Background: an optimization exercise with open tools, aiming at a short achievable clock period and few clock cycles. Do not read the settings as production practice. RTL that was checked went through simulation tests only; none was proved equivalent to the original. The RTL of run 2 was laid out without a check of its function. Power and IR drop assume default switching activity.

## flow/design.v

```verilog
module ADD ( Input1,
			 Input2,
			 Cout);
	parameter input_size = 18;
	input  [input_size-1:0] Input1;
	input  [input_size-1:0] Input2;
	output [input_size-1:0] Cout;
	assign Cout = Input1 + Input2;
endmodule
module Mul1 ( Input1,	
			  Input2,
			  S,
			  Cout);
	input [4:0] Input1;
	input [4:0] Input2;
	input S;
	output [4:0] Cout;
	assign Cout = (S == 0) ? Input1 : Input2;
endmodule
module Mul2 ( Input1,
			  Input2,
			  Input3,
			  Input4,
			  S,
			  Cout);
	parameter bit_size = 18;
	input [bit_size-1:0] Input1;
	input [bit_size-1:0] Input2;
	input [bit_size-1:0] Input3;
	input [bit_size-1:0] Input4;
	input [1:0] S;  
	output [bit_size-1:0] Cout;
	reg [bit_size-1:0] Cout;
	always@ (*) begin
		case (S)
			2'b00 : begin
				Cout = Input1;
			end
			2'b01 : begin
				Cout = Input2;
			end
			2'b10 : begin
				Cout = Input3;
			end
			2'b11 : begin
				Cout = Input4;
			end	
		endcase
	end
endmodule
module Mul3 ( Input1,	
			  Input2,
			  S,
			  Cout);
	input [31:0] Input1;
	input [31:0] Input2;
	input S;
	output [31:0] Cout;
	assign Cout = (S == 0) ? Input1 : Input2;
endmodule
module Sign_extend ( in,
					 out );
	input  [15:0] in;
	output [31:0] out;
	assign out = {{16{in[15]}},in};	 
endmodule	
module PC ( clk, 
			rst,
			PCin, 
			PCout);
	parameter bit_size = 18;
	input  clk, rst;
	input  [bit_size-1:0] PCin;
	output [bit_size-1:0] PCout;
	reg [bit_size-1:0] PCout;	
	always@ (posedge clk or posedge rst) begin
		if (rst) 
			PCout <= 0;
		else 
			PCout <= PCin;
	end
endmodule
module Jump_Ctrl( Zero,
                  JumpOP,
				  Branch,   
				  Jr,	 
				  Jump	 
				  );
    input Zero;
	input Branch;
	input Jr;
	input Jump;
	output [1:0] JumpOP;
	reg [1:0] JumpOP;
	always@ (*) begin
		if (Branch && Zero)
			JumpOP = 2'b01;
		else if (Jr)
			JumpOP = 2'b10;
		else if (Jump)
			JumpOP = 2'b11;
		else
			JumpOP = 2'b00;	
	end
endmodule
module Controller ( opcode,
					funct,
					Reg_imm,
					Jump,
					Branch,
					Jal,
					Jr,
					Jalr,
					Sh,
					Lh,
					Mem2Reg,
					ALUOp,
					RegWrite,
					MemWrite  
					);
	input  [5:0] opcode;
    input  [5:0] funct;
	output Reg_imm;
	output Jump;
	output Branch;
	output Jal;
	output Jr;
	output Jalr;
	output Sh;
	output Lh;
	output Mem2Reg;
	output [3:0] ALUOp;	 
	output RegWrite;
	output MemWrite;
	reg Reg_imm;
	reg Jump;
	reg Branch;
	reg Jal;
	reg Jr;
	reg Jalr;
	reg Sh;
	reg Lh;
	reg Mem2Reg;
	reg [3:0] ALUOp;
	reg RegWrite;
	reg MemWrite;
	parameter  
	          op_add = 1,
	          op_sub = 2,
	          op_and = 3,
	          op_or  = 4,
	          op_xor = 5,
	          op_nor = 6,
	          op_slt = 7,
	          op_sll = 8,
	          op_srl = 9,
	          op_beq = 10,
	          op_bne = 11;
	always@ (*) begin
		Reg_imm	= 0;
		Jump = 0;
		Branch = 0;
		Jal = 0;
		Jr = 0;
		Jalr = 0;
		Sh = 0;
		Lh = 0;
		Mem2Reg = 0;
		ALUOp = 0;
		RegWrite = 0;
		MemWrite = 0;		
		case (opcode)
		6'b00_0000 : begin  
			case (funct)
			6'b10_0000 : begin  
				ALUOp = op_add;
				RegWrite = 1;
			end
			6'b10_0010 : begin  
				ALUOp = op_sub;
				RegWrite = 1;
			end
			6'b10_0100 : begin  
				ALUOp = op_and;
				RegWrite = 1;
			end
			6'b10_0101 : begin  
				ALUOp = op_or;
				RegWrite = 1;
			end
			6'b10_0110 : begin  
				ALUOp = op_xor;
				RegWrite = 1;
			end
			6'b10_0111 : begin  
				ALUOp = op_nor;
				RegWrite = 1;
			end
			6'b10_1010 : begin  
				ALUOp = op_slt;
				RegWrite = 1;
			end
			6'b00_0000 : begin  
				ALUOp = op_sll;
				RegWrite = 1;
			end
			6'b00_0010 : begin  
				ALUOp = op_srl;
				RegWrite = 1;
			end
			6'b00_1000 : begin  
				Jr = 1;
			end		
			6'b00_1001 : begin  
				Jr = 1;
				Jalr = 1;
				Jal = 1;
				RegWrite = 1;
			end
			endcase 
		end
		6'b00_1000 : begin  
			Reg_imm	 = 1;
			ALUOp = op_add;
			RegWrite = 1;
		end
		6'b00_1100 : begin  
			Reg_imm	 = 1;
		  	ALUOp = op_and;
		  	RegWrite = 1;
		end
		6'b00_1010 : begin  
			Reg_imm	 = 1;
		  	ALUOp = op_slt;
		  	RegWrite = 1;
		end
		6'b00_0100 : begin  
			Branch = 1;
			ALUOp = op_beq;
		end
		6'b00_0101 : begin  
			Branch = 1;
      		ALUOp = op_bne;
		end
		6'b10_0011 : begin  
			Reg_imm	 = 1;
			Mem2Reg = 1;
			ALUOp = op_add;	 
		  	RegWrite = 1;
		end
		6'b10_0001 : begin  
			Reg_imm = 1;
			Lh = 1;
			Mem2Reg = 1;
			ALUOp = op_add;
			RegWrite = 1;
		end
		6'b10_1011 : begin  
			Reg_imm	 = 1;
		  	ALUOp = op_add;	 
			MemWrite = 1;
		end
		6'b10_1001 : begin  
			Reg_imm = 1;
			Sh = 1;
			ALUOp = op_add;
			MemWrite = 1;
		end
		6'b00_0010 : begin	 
          	Jump = 1; 
	    end	
		6'b00_0011 : begin	 
			Jump = 1; 
			Jalr = 1;
			Jal = 1;
			RegWrite = 1;		
		end
		endcase
	end
endmodule
module ALU ( ALUOp,
	     src1,
	     src2,
	     shamt,
	     ALU_result,
	     Zero );
	parameter bit_size = 32;
	input [3:0] ALUOp;
	input [bit_size-1:0] src1;
	input [bit_size-1:0] src2;
	input [4:0] shamt;
	output [bit_size-1:0] ALU_result;
	output Zero;
	reg [bit_size-1:0] ALU_result;
	reg Zero;
	wire [bit_size-1:0] sub_re;
	assign sub_re = src1 - src2;	 
	parameter  
			  op_add = 1,
			  op_sub = 2,
			  op_and = 3,
			  op_or = 4,
			  op_xor = 5,
			  op_nor = 6,
			  op_slt = 7,
			  op_sll = 8,
			  op_srl = 9,
			  op_beq = 10,
			  op_bne = 11;
	always@ (*) begin
		ALU_result = 0;
		Zero = 0;
		case (ALUOp)
			op_add : 
				begin
					ALU_result = src1 + src2;
					Zero = (ALU_result == 0) ? 1 : 0;
				end
			op_sub : 
				begin
					ALU_result = sub_re;
					Zero = (ALU_result == 0) ? 1 : 0;
				end
			op_and :
				begin
					ALU_result = src1 & src2;
					Zero = (ALU_result == 0) ? 1 : 0;
				end
			op_or  : 
				begin
					ALU_result = src1 | src2;
					Zero = (ALU_result == 0) ? 1 : 0;
				end
			op_xor : 
				begin
					ALU_result = src1 ^ src2;
					Zero = (ALU_result == 0) ? 1 : 0;
				end
			op_nor : 
				begin
					ALU_result = ~(src1 | src2);
					Zero = (ALU_result == 0) ? 1 : 0;
				end
			op_slt : 
				begin
					ALU_result = (src1 < src2) ? 1 : 0;
					Zero = (ALU_result == 0) ? 1 : 0;
				end
			op_sll : 
				begin
					ALU_result = src2 << shamt;
					Zero = (ALU_result == 0) ? 1 : 0;
				end
			op_srl : 
				begin
					ALU_result = src2 >> shamt;
					Zero = (ALU_result == 0) ? 1 : 0;
				end
			op_beq : Zero = (sub_re == 0) ? 1 : 0;
			op_bne : Zero = (sub_re == 0) ? 0 : 1;
		endcase
	end
endmodule
module Regfile ( clk, 
				 rst,
				 Read_addr_1,
				 Read_addr_2,
				 Read_data_1,
                 Read_data_2,
				 RegWrite,
				 Write_addr,
				 Write_data);
	parameter bit_size = 32;
	input  clk, rst;
	input  [4:0] Read_addr_1;
	input  [4:0] Read_addr_2;
	output [bit_size-1:0] Read_data_1;
	output [bit_size-1:0] Read_data_2;
	input  RegWrite;
	input  [4:0] Write_addr;
	input  [bit_size-1:0] Write_data;
	reg [bit_size-1:0] Reg_out [0:31];	 
	assign Read_data_1 = Reg_out[Read_addr_1];
	assign Read_data_2 = Reg_out[Read_addr_2];
	integer i;
	always @ (posedge clk or posedge rst) begin
		if (rst) 
			for (i=0;i<32;i=i+1)
				Reg_out[i] <= 0;
		else if (RegWrite && Write_addr!=0)
			Reg_out[Write_addr] <= Write_data;
	end
endmodule
module top ( clk,
             rst,
	     IM_Address,
             Instruction,
			 DM_Address,
			 DM_enable,
			 DM_Write_Data,
			 DM_Read_Data);
	parameter data_size = 32;
	parameter mem_size = 16;	
	input  clk, rst;
	output [mem_size-1:0] IM_Address;	
	input  [data_size-1:0] Instruction;
	output [mem_size-1:0] DM_Address;
	output DM_enable;
	output [data_size-1:0] DM_Write_Data;	
    	input  [data_size-1:0] DM_Read_Data;
	parameter pc_size = 18;
	wire [pc_size-1:0] PCout;
	wire [pc_size-1:0] PC_add1;
	wire [pc_size-1:0] PC_add2;
	wire [5:0] opcode;
	wire [5:0] funct;
	wire Reg_imm;
	wire Jump;
	wire Branch;
	wire Jal;
	wire Jr;
	wire Jalr;
	wire Sh;
	wire Lh;
	wire Mem2Reg;		 
	wire [3:0] ALUOp;
	wire RegWrite;
	wire MemWrite;		 
	wire [4:0] Rd;
	wire [4:0] Rs;
	wire [4:0] Rt;
	wire [4:0] mux1_out;
	wire [4:0] mux2_out;
	wire [data_size-1:0] WD_out;
	wire [data_size-1:0] Rs_out;
	wire [data_size-1:0] Rt_out;
	wire [15:0] imm;
	wire [data_size-1:0] Sign_out;
	wire [data_size-1:0] mrt_out;
	wire [4:0] shamt;	
	wire [data_size-1:0] ALU_result;
	wire Zero;
	wire [pc_size-1:0] BranchAddr;
	wire [pc_size-1:0] JumpAddr;
	wire [1:0] Jump_S;
	wire [pc_size-1:0] Jump_PC;
	wire [data_size-1:0] DMback;
	wire [data_size-1:0] DM_out;
	assign IM_Address = PCout[pc_size-1:2];
	assign opcode = Instruction[31:26];
	assign funct = Instruction[5:0];
	assign Rd = Instruction[15:11];
	assign Rs = Instruction[25:21];
	assign Rt = Instruction[20:16];
	assign imm = Instruction[15:0];
	assign shamt = Instruction[10:6];
	assign JumpAddr	= {Instruction[15:0],2'b0};
	assign DM_Address = ALU_result[17:2];
	assign DM_enable = MemWrite;
	PC PC1 ( 
		.clk(clk), 
		.rst(rst),
		.PCin(Jump_PC), 
		.PCout(PCout)
	);
	ADD ADD1 ( 
		.Input1(PCout),
		.Input2(18'd4),
		.Cout(PC_add1)
	);
	ADD ADD2 (	
		.Input1(PC_add1),	
		.Input2(18'd4),	
		.Cout(PC_add2)
	);	
	Controller Controller1 ( 
		.opcode(opcode),
		.funct(funct),
		.Reg_imm(Reg_imm),
		.Jump(Jump),
		.Branch(Branch),
		.Jal(Jal),
		.Jr(Jr),
		.Jalr(Jalr),
		.Sh(Sh),
		.Lh(Lh),
		.Mem2Reg(Mem2Reg),
		.ALUOp(ALUOp),
		.RegWrite(RegWrite),
		.MemWrite(MemWrite)
	);
	Mul1 Rd_Rt ( 
		.Input1(Rd),
		.Input2(Rt),
		.S(Reg_imm),
		.Cout(mux1_out)
	);
	Mul1 WR ( 
		.Input1(mux1_out),
		.Input2(5'd31),
		.S(Jalr),
		.Cout(mux2_out)
	);
	Mul3 WD (
		.Input1(DMback),
		.Input2({14'b0 ,PC_add2}),	 
		.S(Jal),
		.Cout(WD_out)
	);	
	Regfile Registers1 ( 
		.clk(clk), 
		.rst(rst),
		.Read_addr_1(Rs),
		.Read_addr_2(Rt),
		.Read_data_1(Rs_out),
		.Read_data_2(Rt_out),
		.RegWrite(RegWrite),
		.Write_addr(mux2_out),
		.Write_data(WD_out)
	);
	Sign_extend Sign_extend1 ( 
		.in(imm),
		.out(Sign_out)
	);
	Mul3 Rt_imm (
		.Input1(Rt_out),
		.Input2(Sign_out),
		.S(Reg_imm),
		.Cout(mrt_out)
	);	
	ALU ALU1 ( 
		.ALUOp(ALUOp),
		.src1(Rs_out),
		.src2(mrt_out),
		.shamt(shamt),
		.ALU_result(ALU_result),
		.Zero(Zero)
	);
	ADD ADD_Branch ( 
		.Input1(PC_add1),
		.Input2({Sign_out[15:0],2'b0}),	 
		.Cout(BranchAddr)
	);
	Mul2 PC_Mux (
		.Input1(PC_add1),
		.Input2(BranchAddr),
		.Input3(Rs_out[pc_size-1:0]),
		.Input4(JumpAddr),
		.S(Jump_S),
		.Cout(Jump_PC)
	);
	Jump_Ctrl Jump_Ctrl1 (
		.Branch(Branch),
		.Zero(Zero),
		.Jr(Jr),
		.Jump(Jump),
		.JumpOP(Jump_S)
	);
	Mul3 DM_Win (
		.Input1(Rt_out),
		.Input2({{16{Rt_out[15]}}, Rt_out[15:0]}),
		.S(Sh),
		.Cout(DM_Write_Data)
	);
	Mul3 DM_Rout (
		.Input1(DM_Read_Data),
		.Input2({{16{DM_Read_Data[15]}}, DM_Read_Data[15:0]}),
		.S(Lh),
		.Cout(DM_out)
	);
	Mul3 DM_Mux1 (
		.Input1(ALU_result),
		.Input2(DM_out),
		.S(Mem2Reg),
		.Cout(DMback)
    );
endmodule
```

## flow/run.sh

```bash
#!/bin/bash
# synth_recipe.tcl (not shown) runs the flow's synth.tcl, then flattens the netlist and writes it again
# the make line also repeats each setting of config.mk as NAME=value (left out here)
make -C /OpenROAD-flow-scripts/flow DESIGN_CONFIG=/design/flow/config.mk WORK_HOME=/design/flow/orfs CLKGATE_MAP_FILE= SYNTH_SCRIPT=/design/flow/synth_recipe.tcl finish
```

## flow/config.mk

```make
export PLATFORM = sky130hd
export DESIGN_NAME = top
export DESIGN_NICKNAME = top
export VERILOG_FILES = /design/flow/design.v
export SDC_FILE = /design/flow/constraint.sdc
export NUM_CORES = 8
export LEC_CHECK = 0
export CAP_MARGIN = 20
export CORE_MARGIN = 2
export CORE_UTILIZATION = 40
export SETUP_SLACK_MARGIN = 1
export SLEW_MARGIN = 20
```

## flow/constraint.sdc

```tcl
create_clock -name core_clock -period 11.5 [get_ports {clk}]
set_input_delay 2.3000 -clock core_clock [delete_from_list [all_inputs] [get_ports {clk}]]
set_output_delay 2.3000 -clock core_clock [all_outputs]
set_load 0.01 [all_outputs]
```

==> results of run 1 <==
[flip-flops by register name (all words and copies together) (netlist names)]
| register | flops |
|---|---|
| Registers1.Reg_out | 1024 |
| PC1.PCout | 18 |
[cells in the mapped netlist (all sizes together), types with 15 or more instances]
master   number  area, um^2
nand2       903        3390
nand2b       26       162.7
nand4       206        1289
a32oi        47       411.6
inv         142       533.0
xor2         27       236.5
nand3b       20       153.9
nor3        117       590.6
and2         26       162.7
a21oi       565        2835
nor4         68       431.7
a22o        145        1270
or3          20       125.1
o22ai        39       244.0
buf         126       624.4
dfrtp      1042       26080
a221oi      183        1609
xnor2        60       525.5
nor2        685        2574
nor2b        23       143.9
o21a         28       210.2
o21bai       18       138.9
mux2         15       168.9
a22oi       309        2320
o211ai       34       255.2
nand3       411        2057
mux2i        32       332.8
a31oi        36       225.2
a221o        27       270.3
o21ai       834        4193
o31ai        22       165.2
o311ai       15       131.4
or2          15       93.84
a222oi       36       360.4
o22a         17       148.9
o221ai       33       289.0
and3        273        1713
and4         33       289.0
clkbuf      639        2399
a2111oi      74       660.6
ha          113        1414
a211oi       52       390.4
[area by class of cell]
type	count	area share, %
multi-input cells	5826	47.15
diodes	18	0.05965
clock buffers	154	4.223
repair buffers	804	8.993
flip-flops and latches	1042	34.53
inverters	145	0.7257
well taps	2072	3.433
clock inverters	45	0.8831
[layer usage]
layer / part of all wire, % / GRT usage, %
met1: 34 / 59.94
met2: 40 / 71.57
met3: 14 / 19.37
met4: 11 / 44.13
met5: 0.069 / 0.2974
[report_power, final]
group / internal [W] / switching, W / leakage, nW
Sequential: 0.00393 / 0.000305 / 14.3
Combinational: 0.000924 / 0.00184 / 16.6
Clock: 0.00219 / 0.00168 / 1.86
[repair_timing]
item                                   4_1_cts  5_1_grt
endpoints found under the hold margin        0        0
setup buffers                               49       13
pin swaps                                   14        9
gates cloned                                 2        5
gates resized for setup                     67       72
setup endpoints to repair                   14       16
hold buffers                                 0        0
[stage by stage]
stage / cells / utilization (%) / setup WS (ns) / total power, W
floorplan: 7771 / - / -5.166 / 0.005554
CTS: 10070 / 47.36 / 0.9935 / 0.01070
finish: 10110 / 47.63 / 0.7503 / 0.01086
detailed placement: 9820 / 44.48 / 0.2702 / 0.006874
global route: 10090 / 47.60 / 0.9595 / 0.01113
global placement: 9818 / 44.46 / 0.3877 / 0.006871
[final timing paths]
kind,start,end,slack [ns],depth (start not counted)
max,Instruction[18],DM_Address[11],0.75,17
min,Registers1.Reg_out[0][18],Registers1.Reg_out[0][18],0.40,0
max reg2reg,Registers1.Reg_out[28][11],PC1.PCout[7],3.84,27
min reg2reg,Registers1.Reg_out[0][18],Registers1.Reg_out[0][18],0.40,0
max in group asynchronous,rst,Registers1.Reg_out[28][19],7.03,5
min in group asynchronous,rst,Registers1.Reg_out[19][11],1.91,2
[cell families after synthesis]
group,Yosys count,share of synthesized area [%]
multiplexers,61,1.278
AO/OA/AOI/OAI,2667,27.43
XOR/XNOR,87,1.192
flip-flops,1042,40.78
adder cells (fa/ha/maj),116,2.305
buffers and inverters,910,5.579
AND/OR/NAND/NOR,2888,21.44
==> run notes, run 1 <==
Synthesis
The flip-flop cell with the highest count after synthesis is sky130_fd_sc_hd__dfrtp_1. The average cell area after synthesis is 8.227 um^2. The sequential cell area fraction in the yosys report is between 40% and 50%. The Yosys warning count is 7. The cell area that synthesis handed to floorplanning was 63,930 um^2. The net count of the mapped netlist is 7,953. Counting every instance in the synthesized netlist gives just under 8k.

The fraction of registers with async set or reset after synthesis is 100.0%. The synthesis-stage register bit count is 1,042. The netlist uses 100 different library cells. The count of flip-flops with a built-in enable after synthesis is 0.

Detailed routing
The ratio of routed vias to standard cells is 7.304. The count of nets left with antenna violations once routing finished came out at 0. The mean routed wirelength per cell is 42.09 um.

In the routed design, unresolved DRC markers number 0. The routed layout has roughly 74k vias. The first-pass detailed-route iteration total is 11. The initial detailed-routing violation count is 12.56k. The routed wire length is 425,400 um.

Timing
The worst-case hold slack is 0.4000 ns. The post-route clock period utilization is ~93%. At the pin with the least slew margin, the transition time is approximately 1.3 ns.

The final count of hold timing violations came to 0. The maximum clock frequency is 0.09303 GHz. The max-slew violation total from the final report is 0. Setup repair after global routing could not meet its margin everywhere.

Headroom to the max-slew limit came out at roughly a tenth. Setup violations remaining at the end of the flow were counted as 0. The total negative slack for setup checks is 0 ns. The smallest clock period supported by the final layout is computed as 10.75 ns. On the final layout, the worst clock skew is slightly above 0.09 ns.

Placement
The number of buffer cells added on primary ports is 130. Once placement finished, the instance area stood at 70,530 um^2. The routability-driven placement congestion ratio is 1.094. The HPWL after detailed placement is around 300,000 um.

Floorplanning
The I/O pin count is 131. The total number of placement rows is 146. The die area is 163,100 um^2. The core outline area is 158,600 um^2. From bottom edge to top edge, the die measures between 400 and 500 um. The chip width is 403.8 um. For this configuration, the core starts out at a cell density of 40.32%.

Worst setup path
The critical-path maximum fanout is 37. The kind of cell adding the most delay to the critical path is simple AND/OR/NAND/NOR gates. The kind of critical path is input port to primary output. The signal on the critical path passes through buf_6, buf_4, and3b_2, buf_12, and3_1, a2111o_1, nor4_1, a211oi_1, nor3_1, o22ai_1, buf_4, nand2_1, o2111ai_1, o21ai_0, buf_4, nand3_1, clkdlybuf4s50_1. STA classifies the critical path startpoint as an input port. STA classifies the critical path endpoint as a primary output.

The delay of the slowest cell on the worst path is 0.94 ns. The number of buffers and inverters on the critical path is 6. The most common cell type on the critical path is sky130_fd_sc_hd__buf_4. The data required time of the worst path is 9.20 ns. The slowest stage of the critical path is the sky130_fd_sc_hd__nor4_1 cell.

Data arrives at the worst endpoint at roughly 8.5 ns.

CTS
The clock sink total is 1,042. In this run the number of H-tree levels came out at 3. The number of buffers created by CTS is 111.

Counting along the longest clock path gives a buffer depth of 3. The cell at the root of the clock tree is sky130_fd_sc_hd__clkbuf_16. Clock latency on the worst-skew pair, taken at its later pin, is 0.83 ns. The TritonCTS clock tree is yes. After clock tree synthesis, the clock-pin slew on the worst setup and hold paths is roughly 0.06 ns.

Cells and area
The combined flip-flop and latch cell area is 26,080 um^2. The post-route cell area is 75,520 um^2. Compared with the post-synthesis result, the final layout area differs by 18.12%. The post-route netlist has between 10% and 20% of its cells at a drive strength greater than 1. The number of filler cells placed in the layout is 15.41k. The multi-input combinational cells in the finished layout cover a total of 35,610 um^2. The top cell types in the final layout, fill and taps aside, are sky130_fd_sc_hd__dfrtp_1 (1,042), sky130_fd_sc_hd__nand2_1 (882), sky130_fd_sc_hd__o21ai_0 (819).

At the end of the flow, the number of nets in the layout was 8,112. The most common cell after layout, fill and taps aside is sky130_fd_sc_hd__dfrtp_1.

GRT
The via count of the first global-routing pass came to 69.14k. For this run the aggregate overflow at the end of global routing stands at 0. Global routing used 50.65% of the available tracks. Entering global routing, the biggest net connects 164 pins. The first global-routing pass estimated slightly below 600,000 um of wire.

The number of antenna violations at the first check in global routing was 29.

Run
The tool flagged a number of max-cap violations equal to 0.

Run status
The run finished with no timing, DRC or antenna violations.

Pwr
The highest ir drop seen on vdd is 0.1350 mV. The leakage power is 32.78 nW. Dividing total power by cell area gives a power density of 143.9 nW/um^2.

Min path
The worst hold path belongs to the class flop to flop.
Testbench counts, summed over its fixed seeds: cycles 28,706.
==> run 2, diff against run 1 <==
==> flow/design.v (replaced) <==
module top ( clk,
             rst,
             IM_Address,
             Instruction,
             DM_Address,
             DM_enable,
             DM_Write_Data,
             DM_Read_Data);
	input  clk, rst;
	output [15:0] IM_Address;
	input  [31:0] Instruction;
	output [15:0] DM_Address;
	output DM_enable;
	output [31:0] DM_Write_Data;
	input  [31:0] DM_Read_Data;
	reg [17:0] pc;           
	reg [31:0] ir;           
	reg        xv;           
	reg [17:0] xpc;          
	reg [15:0] dma;          
	reg        dme;          
	reg [31:0] dmw;          
	reg        mld;          
	reg        mlh;          
	reg [4:0]  mrt;          
	reg [31:0] rf [1:31];
	assign IM_Address    = pc[17:2];
	assign DM_Address    = dma;
	assign DM_enable     = dme;
	assign DM_Write_Data = dmw;
	wire [5:0]  op = ir[31:26];
	wire [4:0]  rs = ir[25:21];
	wire [4:0]  rt = ir[20:16];
	wire [4:0]  rd = ir[15:11];
	wire [4:0]  sh = ir[10:6];
	wire [5:0]  fn = ir[5:0];
	wire [15:0] imm = ir[15:0];
	wire [31:0] se = {{16{imm[15]}}, imm};
	wire rtype  = (op == 6'h00);
	wire f_add  = rtype & (fn == 6'h20);
	wire f_sub  = rtype & (fn == 6'h22);
	wire f_and  = rtype & (fn == 6'h24);
	wire f_or   = rtype & (fn == 6'h25);
	wire f_xor  = rtype & (fn == 6'h26);
	wire f_nor  = rtype & (fn == 6'h27);
	wire f_slt  = rtype & (fn == 6'h2A);
	wire f_sll  = rtype & (fn == 6'h00);
	wire f_srl  = rtype & (fn == 6'h02);
	wire f_jr   = rtype & (fn == 6'h08);
	wire f_jalr = rtype & (fn == 6'h09);
	wire i_addi = (op == 6'h08);
	wire i_andi = (op == 6'h0C);
	wire i_slti = (op == 6'h0A);
	wire i_beq  = (op == 6'h04);
	wire i_bne  = (op == 6'h05);
	wire i_lw   = (op == 6'h23);
	wire i_lh   = (op == 6'h21);
	wire i_sw   = (op == 6'h2B);
	wire i_sh   = (op == 6'h29);
	wire i_jal  = (op == 6'h03);
	wire r_alu  = f_add | f_sub | f_and | f_or | f_xor | f_nor | f_slt | f_sll | f_srl;
	wire use_rs = r_alu & ~(f_sll | f_srl) | f_jr | f_jalr | i_addi | i_andi | i_slti |
	              i_beq | i_bne | i_lw | i_lh | i_sw | i_sh;
	wire use_rt = r_alu | i_beq | i_bne | i_sw | i_sh;
	wire stall = xv & mld & (mrt != 5'd0) &
	             ((use_rs & (rs == mrt)) | (use_rt & (rt == mrt)));
	wire go = xv & ~stall;
	wire [31:0] a = (rs == 5'd0) ? 32'd0 : rf[rs];
	wire [31:0] b = (rt == 5'd0) ? 32'd0 : rf[rt];
	wire        imm_op = i_addi | i_andi | i_slti;
	wire [31:0] b2  = imm_op ? se : b;
	wire [31:0] sum = a + b2;
	wire [31:0] dif = a - b;
	wire        ltu = (a < b2);
	reg  [31:0] res;
	always @(*) begin
		case (1'b1)
			f_add | i_addi: res = sum;
			f_sub:          res = dif;
			f_and | i_andi: res = a & b2;
			f_or:           res = a | b2;
			f_xor:          res = a ^ b2;
			f_nor:          res = ~(a | b2);
			f_slt | i_slti: res = {31'd0, ltu};
			f_sll:          res = b << sh;
			f_srl:          res = b >> sh;
			default:        res = {14'd0, xpc + 18'd8};    
		endcase
	end
	wire        wr_x  = go & (r_alu | imm_op | i_jal | f_jalr);
	wire [4:0]  wa_x  = (i_jal | f_jalr) ? 5'd31 : (rtype ? rd : rt);
	wire        eq      = (a == b);
	wire        br_tk   = (i_beq & eq) | (i_bne & ~eq);
	wire [17:0] pc4_x   = xpc + 18'd4;
	wire [17:0] br_tgt  = pc4_x + {imm, 2'b00};
	wire        redir   = go & (br_tk | f_jr | f_jalr);
	wire [17:0] redir_pc = (f_jr | f_jalr) ? a[17:0] : br_tgt;
	wire [31:0] ea = a + se;
	wire [5:0]  fop   = Instruction[31:26];
	wire        f_j   = (fop == 6'h02) | (fop == 6'h03);
	wire [17:0] pc4_f = pc + 18'd4;
	always @(posedge clk or posedge rst) begin
		if (rst) begin
			pc  <= 18'd0;
			ir  <= 32'd0;
			xv  <= 1'b0;
			xpc <= 18'd0;
		end else if (redir) begin
			pc  <= redir_pc;
			xv  <= 1'b0;
		end else if (!stall) begin
			pc  <= f_j ? {Instruction[15:0], 2'b00} : pc4_f;
			ir  <= Instruction;
			xv  <= 1'b1;
			xpc <= pc;
		end
	end
	always @(posedge clk or posedge rst) begin
		if (rst) begin
			dma <= 16'd0;
			dme <= 1'b0;
			dmw <= 32'd0;
			mld <= 1'b0;
			mlh <= 1'b0;
			mrt <= 5'd0;
		end else begin
			dma <= ea[17:2];
			dme <= go & (i_sw | i_sh);
			dmw <= i_sh ? {{16{b[15]}}, b[15:0]} : b;
			mld <= go & (i_lw | i_lh);
			mlh <= i_lh;
			mrt <= rt;
		end
	end
	wire [31:0] ld = mlh ? {{16{DM_Read_Data[15]}}, DM_Read_Data[15:0]} : DM_Read_Data;
	integer i;
	always @(posedge clk or posedge rst) begin
		if (rst) begin
			for (i = 1; i < 32; i = i + 1)
				rf[i] <= 32'd0;
		end else begin
			for (i = 1; i < 32; i = i + 1) begin
				if (wr_x && wa_x == i)
					rf[i] <= res;
				else if (mld && mrt == i)
					rf[i] <= ld;
			end
		end
	end
endmodule
==> run notes, run 2 <==
Run status
Run status: no timing/DRC/antenna violations (unchanged).

Timing
The maximum clock frequency is 0.1180 GHz (was 0.09303 GHz). The setup violation total in the final timing report is 0 (unchanged). The final worst-path setup slack was 3.022 ns (was 0.7503 ns). The slew at the pin closest to its max-slew limit is 1.383 ns (was 1.348 ns). The worst relative slew slack is 7.816% (was 10.14%). The final critical-path required period is 8.478 ns (was 10.75 ns). RSZ-0062 raised after global routing: false (was true). The post-route clock period utilization was 73.72% (was 93.48%).

The max-slew violation total from the final report is 0 (unchanged). The final count of hold timing violations is 0 (unchanged). The setup skew after layout is 0.08928 ns (was 0.09117 ns).

Synthesis
The average cell area after synthesis is 8.270 um^2 (was 8.227 um^2). The summed instance area of the synthesized netlist is 77,790 um^2 (was 63,930 um^2). Top cell types by occurrence after synthesis: sky130_fd_sc_hd__nand2_1 (1,253), sky130_fd_sc_hd__dfrtp_1 (1,117), sky130_fd_sc_hd__a21oi_1 (673) (was sky130_fd_sc_hd__dfrtp_1 (1,042), sky130_fd_sc_hd__nand2_1 (903), sky130_fd_sc_hd__o21ai_0 (820)). The Yosys warning count was 34 (was 7). The flip-flop cell with the highest count after synthesis is sky130_fd_sc_hd__dfrtp_1 (unchanged). The synthesis-stage register bit count is 1,117 (was 1,042). Synth top area cells: sky130_fd_sc_hd__dfrtp_1 (36%), sky130_fd_sc_hd__nand2_1 (6.0%), sky130_fd_sc_hd__a22oi_1 (4.7%) (was sky130_fd_sc_hd__dfrtp_1 (41%), sky130_fd_sc_hd__o21ai_0 (6.4%), sky130_fd_sc_hd__nand2_1 (5.3%)).

The proportion of netlist area held by the largest area contributor is 35.93% (was 40.78%). The net count of the mapped netlist is 9,647 (was 7,953). The count of flip-flops with a built-in enable after synthesis is 0 (unchanged). The cell accounting for the most synthesized area is sky130_fd_sc_hd__dfrtp_1 (unchanged). The most frequently used cell type in the post-synthesis netlist is sky130_fd_sc_hd__nand2_1 (was sky130_fd_sc_hd__dfrtp_1). The count of mapped cells out of synthesis is 9,406 (was 7,771). The number of unique standard cell types used by synthesis is 117 (was 100).

The fraction of registers with async set or reset after synthesis came to 100.0% (unchanged). The sequential cell area fraction in the yosys report is 35.93% (was 40.78%).

Detailed routing
The ratio of routed vias to standard cells is 7.649 (was 7.304). The mean routed wirelength per cell is 44.60 um (was 42.09 um). The count of nets left with antenna violations after detail routing is 0 (unchanged). The routed wire length is 524,300 um (was 425,400 um).

The first-pass detailed-route iteration total came to 13 (was 11). The initial detailed-routing violation count is 17.56k (was 12.56k). The total vias in the final route came to 89.92k (was 73.81k). The final routed DRC violation total is 0 (unchanged).

GRT
The pin count of the biggest net entering global routing is 155 (was 164). The number of antenna violations at the first check in global routing came to 37 (was 29). The global-route wire length before repair is 702,300 um (was 576,200 um). The total routing usage reported by global routing was 51.16% (was 50.65%).

The via count of the first global-routing pass was 81.11k (was 69.14k). The overall overflow remaining after global route was 0 (unchanged).

Floorplanning
The starting density of the core is 40.31% (was 40.32%). The chip width is 445.0 um (was 403.8 um). The die area came to 198,000 um^2 (was 163,100 um^2). The total number of placement rows is 161 (was 146). The die height is 445.0 um (was 403.8 um). The core outline area is 193,000 um^2 (was 158,600 um^2). The I/O pin count is 131 (unchanged).

Pwr
The fraction of power spent switching nets is 40.97% (was 35.19%). The net switching component of the power is 0.006121 W (was 0.003823 W). The highest ir drop seen on vdd was 0.1298 mV (was 0.1350 mV). The internal power component was 0.008819 W (was 0.007041 W). The total power density per cell area is 171.7 nW/um^2 (was 143.9 nW/um^2). The clock network fraction of design power is 31.5% (was 35.6%). The logic gate share of total power was 33.1% (was 25.4%).

The leakage power is 33.83 nW (was 32.78 nW). The sequential share of power is 35.4% (was 39.0%).

Run
The max-cap violation count is 0 (unchanged).

Worst setup path
CP Cell Sequence: buf_4, nor2_4, buf_4, buf_4, and3_1, a2111oi_0, and4bb_1, a31oi_1, buf_4, inv_1, o21ai_0, ha_1, nor2b_1, o21ai_0, o221ai_1, a31oi_1, o31ai_1, a31o_2, a21oi_1, nor2_1, mux2i_1, and4b_1, buf_4, o21ai_1 (was buf_6, buf_4, and3b_2, buf_12, and3_1, a2111o_1, nor4_1, a211oi_1, nor3_1, o22ai_1, buf_4, nand2_1, o2111ai_1, o21ai_0, buf_4, nand3_1, clkdlybuf4s50_1). The kind of start point of the critical path is a flop (was input port). The endpoint kind of the worst setup timing path is a flop (was primary output). The kind of cell adding the most delay to the critical path is compound AO/OA/AOI/OAI gates (was simple AND/OR/NAND/NOR gates).

The slowest cell on the critical path is sky130_fd_sc_hd__buf_4 (was sky130_fd_sc_hd__nor4_1). The buffers plus inverters on the worst setup path is 6 (unchanged). The delay of the slowest cell on the worst path is 0.68 ns (was 0.94 ns). The arrival time reported for the critical path endpoint was 9.20 ns (was 8.45 ns).

The most common cell type on the critical path is sky130_fd_sc_hd__buf_4 (unchanged). The data required time of the worst path is 12.22 ns (was 9.20 ns). The critical-path maximum fanout is 43 (was 37).

The kind of critical path is flop to flop (was input port to primary output).

CTS
The clock sink total is 1,117 (was 1,042). The number of hold buffers added after cts is 0 (unchanged). The TritonCTS clock tree is yes (unchanged).

The insertion delay to the later sink of the worst-skew pair is 0.89 ns (was 0.83 ns). The setup fix buffers added after clock tree synthesis is 0 (was 49). The clock input transition at the sequential cells of the worst setup and hold paths is 0.06 ns (about the same).

The cell at the root of the clock tree is sky130_fd_sc_hd__clkbuf_16 (unchanged). The number of buffers created by CTS was 141 (was 111). The buffer levels on the longest clock path was 3 (unchanged). The quantity of gates resized following cts was 0 (was 67). The H-tree level count came to 4 (was 3).

Cells and area
The number of filler cells placed in the layout is 18.87k (was 15.41k). The synthesis-to-layout area growth is 11.85% (was 18.12%). Largest registers: rf (992), dmw (32), ir (32) (was Registers1.Reg_out (1024), PC1.PCout (18)). The number of non-filler instances in the completed layout is 11.76k (was 10.11k).

The register name with the most flops is rf (was Registers1.Reg_out). The post-route cell area is 87,000 um^2 (was 75,520 um^2). Leading cell types in the layout, fill and taps excluded: sky130_fd_sc_hd__nand2_1 (1,230), sky130_fd_sc_hd__dfrtp_1 (1,108), sky130_fd_sc_hd__a21oi_1 (650) (was sky130_fd_sc_hd__dfrtp_1 (1,042), sky130_fd_sc_hd__nand2_1 (882), sky130_fd_sc_hd__o21ai_0 (819)). The post-layout utilization of the core is 45.08% (was 47.63%).

The most common cell after layout, fill and taps aside is sky130_fd_sc_hd__nand2_1 (was sky130_fd_sc_hd__dfrtp_1). The fraction of final layout cells with drive strength greater than 1 was 12.53% (was 14.32%). The final layout net count is 9,317 (was 8,112).

The number of flip-flops under the largest register name came to 992 (was 1,024).

Placement
The placement-stage worst setup slack was 3.315 ns (was 0.2702 ns). The cell total after placement is 11.45k (was 9,820). The HPWL after detailed placement came to 333,900 um (was 297,900 um). The number of buffer cells added on primary ports is 130 (unchanged).

The instance area at placement is 81,990 um^2 (was 70,530 um^2). The routability-driven placement congestion ratio is 1.069 (was 1.094).

Min path
The worst min-delay path category is flop to flop (unchanged).
run 2: area by class of cell:
type	count	area [um^2]	share of cell area, %
Multi-Input combinational cell	7118	45690	52.52
Sequential cell	1117	27970	32.14
Timing Repair Buffer	546	4727	5.433
Clock buffer	192	3991	4.588
Tap cell	2526	3161	3.633
Clock inverter	60	780.7	0.8974
Inverter	152	574.3	0.6601
Antenna cell	45	112.6	0.1294
run 2: per-layer routing:
metal / part of all wire, % / vias to the layer above / global-route usage [%] / wire length, um
met5: 0.084 / - / 0.4640 / 442
li1: - / 34180 / - / -
met3: 16 / 2801 / 24.90 / 81700
met1: 35 / 43840 / 60.76 / 184000
met2: 39 / 9057 / 69.17 / 203800
met4: 10 / 38 / 41.71 / 54480
run 2: power by group through the flow:
stage               Clock, W  Sequential (W)  Combinational (W)
finish               0.00471         0.00529            0.00494
global route         0.00486         0.00528            0.00516
CTS                  0.00468         0.00521            0.00473
detailed placement         0         0.00527            0.00471
global placement           0         0.00528            0.00467
floorplan                  0         0.00495            0.00303
run 2: worst paths after layout:
| kind | from | endpoint | slack (ns) | cells after the start |
|---|---|---|---|---|
| min in group asynchronous | rst | ir[10] | 1.84 | 2 |
| min reg2reg | pc[0] | xpc[0] | 0.49 | 1 |
| max reg2reg | ir[16] | rf[26][28] | 3.02 | 24 |
| min | pc[0] | xpc[0] | 0.49 | 1 |
| max in group asynchronous | rst | rf[16][16] | 7.00 | 5 |
| max | ir[16] | rf[26][28] | 3.02 | 24 |
run 2: metrics by stage:
step	TNS [ns]	total power [W]	hold WS (ns)
finish	0	0.01494	0.4898
global route	0	0.01530	0.5111
CTS	0	0.01462	0.5004
detailed placement	0	0.009976	0.4993
global placement	0	0.009950	0.4904
floorplan	-6941.90	0.007980	0.3487
run 2: cells by family after synthesis:
kind of cell	count (synthesis)	share of synthesized area, %
compound gates	3293	28.06
mux	284	4.639
xor+xnor	117	1.317
flops	1117	35.93
simple gates	3245	20.41
buf+inv	1171	6.735
fa+ha+maj	179	2.900

==> re-timing with driven ports <==
The results above use ideal ports. As a check the final layouts listed here were re-extracted and re-timed, cells and wires unchanged. Step 1 sets driving cells, clkbuf_16 on the clock port and buf_2 on the other inputs (assumed; they add their load-dependent delay and slew). Step 2 moves the port delays by t, midway between the first and last clock arrival at a register: inputs arrive t later, outputs are due t later. That takes back most of the time a late clock gives input paths. a / b / c = ideal / step 1 / step 2; a / b = the first two.
| run | t, ns | setup slack, ns | clock arrival spread, ns | worst data-port slew with drivers (ns) |
|---|---|---|---|---|
| run 1 | 0.875 | 0.750 / 0.639 / 0.629 | 0.091 / 0.091 | 0.11 |
| run 2 | 0.954 | 3.022 / 3.022 / 3.022 | 0.089 / 0.089 | 0.18 |
After both steps every run listed still meets setup and hold. For run 1, which loses most, drivers alone change the setup slack by -0.111 ns; drivers and shift together by -0.121 ns.
